What follows belongs to an exercise in optimizing a design on an open flow for small area and few clock cycles per item; a production flow would make more cautious choices.
Only simulation tests tie the RTL to the original design; equivalence was not proved.
No driver is modelled on the clock port, so clocking that relies on it looks cheaper here than on a real chip.
Power and IR drop assume default switching activity.

lane 3:
==> module c_nor2, before the edit <==
module c_nor2(input a, b, output y);
  assign y = ~(a | b);
endmodule
==> module rf_ndec, before the edit <==
module rf_ndec #(parameter K = 1) (input [3:0] a, output y);
  assign y = ~(a == K);
endmodule
==> module rf_read_x, before the edit <==
module rf_read_x(
  input         en,
  input  [3:0]  addr,
  input         xs,
  input  [15:0] x,
  input  [15:0] r1, r2, r3, r4, r5, r6, r7, r8, r9, r10, r11, r12, r13, r14, r15,
  output [15:0] q
);
  wire [15:1] s;
  genvar g, b;
  generate for (g = 1; g < 16; g = g + 1) begin : dec
    wire nd;
    rf_ndec #(.K(g)) d(.a(addr), .y(nd));
    c_nor2 o(.a(nd), .b(~en), .y(s[g]));
  end endgenerate
  wire [16*15-1:0] all = {r15, r14, r13, r12, r11, r10, r9, r8, r7, r6, r5, r4, r3, r2, r1};
  generate for (b = 0; b < 16; b = b + 1) begin : bits
    wire [15:1] col;
    for (g = 1; g < 16; g = g + 1) begin : c
      assign col[g] = all[16*(g-1) + b];
    end
    rf_bit_x u(.s(s), .r(col), .xs(xs), .x(x[b]), .y(q[b]));
  end endgenerate
endmodule
clock: 8.0 ns
lec_check: 0
cap_margin: 20
core_margin: 2
core_utilization: 60
cts_buf_list: sky130_fd_sc_hd__clkbuf_4
setup_slack_margin: 0.2
slew_margin: 20
synth_hierarchical: 1
standard.sh (not shown) runs the stock make flow with config.mk's settings and CLKGATE_MAP_FILE= SYNTH_SCRIPT=/design/flow/synth_recipe.tcl, a recipe that flattens the netlist after the stock synthesis.
==> flow/flow/run.sh <==
#!/bin/bash
# Layout flow: the standard flow (standard.sh: unchanged synthesis and
# steps) with three changes: the port buffers are sky130_fd_sc_hd__buf_2
# instead of the cell buffer_ports picks by default, clock tree synthesis
# inserts no dummy loads and puts at most 8 flip-flops on a leaf buffer, and after clock tree synthesis cells on paths
# with slack to spare are downsized (recover.tcl). ORFS writes each tool's
# output to orfs/logs; make's own output goes to flow.log here.
set -euo pipefail
here=$(cd "$(dirname "$0")" && pwd)
export BUFFER_PORTS_ARGS="-buffer_cell sky130_fd_sc_hd__buf_2"
export CTS_ARGS="-sink_clustering_enable -repair_clock_nets -buf_list sky130_fd_sc_hd__clkbuf_4 -sink_clustering_size 8 -sink_clustering_max_diameter 50 -dont_use_dummy_load"
export POST_CTS_TCL="$here/recover.tcl"
bash standard.sh finish > flow.log 2>&1
==> flow/flow/recover.tcl <==
# After clock tree synthesis and its timing repair: downsize cells on paths
# with slack to spare, then legalize the placement again.
repair_timing -recover_power 100 -setup_margin 0.2 -verbose
detailed_placement
check_placement -verbose
In summary, lane 3 completed successfully, with a layout that passed the timing, DRC and antenna checks.
Testbench counts of lane 3, summed over its fixed seeds: cycles 10,331, instructions 10,191.
diff inputs: lane 3 => lane 2
-- flow/design.v --
<<< lane 3, line 333
  assign y = ~((a1 & a2) | b);
endmodule
module c_nor2(input a, b, output y);
  assign y = ~(a | b);
endmodule
module c_nand2(input a, b, output y);
  assign y = ~(a & b);
>>> lane 2, line 333
  assign y = ~((a1 & a2) | b);
endmodule
module c_nand2(input a, b, output y);
  assign y = ~(a & b);
<<< lane 3, line 505
  end endgenerate
endmodule
module rf_ndec #(parameter K = 1) (input [3:0] a, output y);
  assign y = ~(a == K);
endmodule
module rf_read_x(
  input         en,
>>> lane 2, line 502
  end endgenerate
endmodule
module rf_read_x(
  input         en,
<<< lane 3, line 519
  genvar g, b;
  generate for (g = 1; g < 16; g = g + 1) begin : dec
    wire nd;
    rf_ndec #(.K(g)) d(.a(addr), .y(nd));
    c_nor2 o(.a(nd), .b(~en), .y(s[g]));
  end endgenerate
  wire [16*15-1:0] all = {r15, r14, r13, r12, r11, r10, r9, r8, r7, r6, r5, r4, r3, r2, r1};
>>> lane 2, line 513
  genvar g, b;
  generate for (g = 1; g < 16; g = g + 1) begin : dec
    assign s[g] = en & (addr == g);
  end endgenerate
  wire [16*15-1:0] all = {r15, r14, r13, r12, r11, r10, r9, r8, r7, r6, r5, r4, r3, r2, r1};
==> comparison <==
- Changes observed in lane 2 relative to lane 3: highest achievable clock rate has increased, total I/O pin count about even, sequential share of cell area picked up an extra 0.51 points, pre-CTS setup slack went up.
- Lane 2 against lane 3: final worst hold slack went up, net switching fraction of the power has decreased.
- Lane 2 ends up with higher first-pass iteration count of the detailed router than lane 3 does.
- Lane 2 -> lane 3: mux cell area share after synthesis flat
- The ratio of routed vias to standard cells of lane 2 is higher than that of lane 3.
- Aggregate routed wire length (lower): lane 2
Testbench counts of lane 2, summed over its fixed seeds: cycles 10,331, instructions 10,191.

==> afterwards: timing with drivers on the ports <==
Ports are ideal in the flow. The routed layouts listed here were re-timed in OpenROAD.
Step 1: set_driving_cell puts a clkbuf_16 on clk and a buf_2 on each other input, an assumption about the parent block.
Step 2 also shifts input and output timing later by t, the mid clock arrival at the registers, as if the neighbouring blocks saw the same clock.
Three values: ideal, step 1, step 2; two values: the first two.
run	t, ns	setup WS [ns]	worst hold slack (ns)	worst register clock-pin slew, ns
lane 3	0.737	0.299 / 0.264 / 0.157	0.463 / 0.463 / 0.463	0.10 / 0.10
lane 2	0.728	0.326 / 0.293 / 0.255	0.487 / 0.487 / 0.487	0.10 / 0.10
After both steps every run listed still meets setup and hold. For lane 3, which loses most, drivers alone change the setup slack by -0.035 ns; drivers and shift together by -0.142 ns.
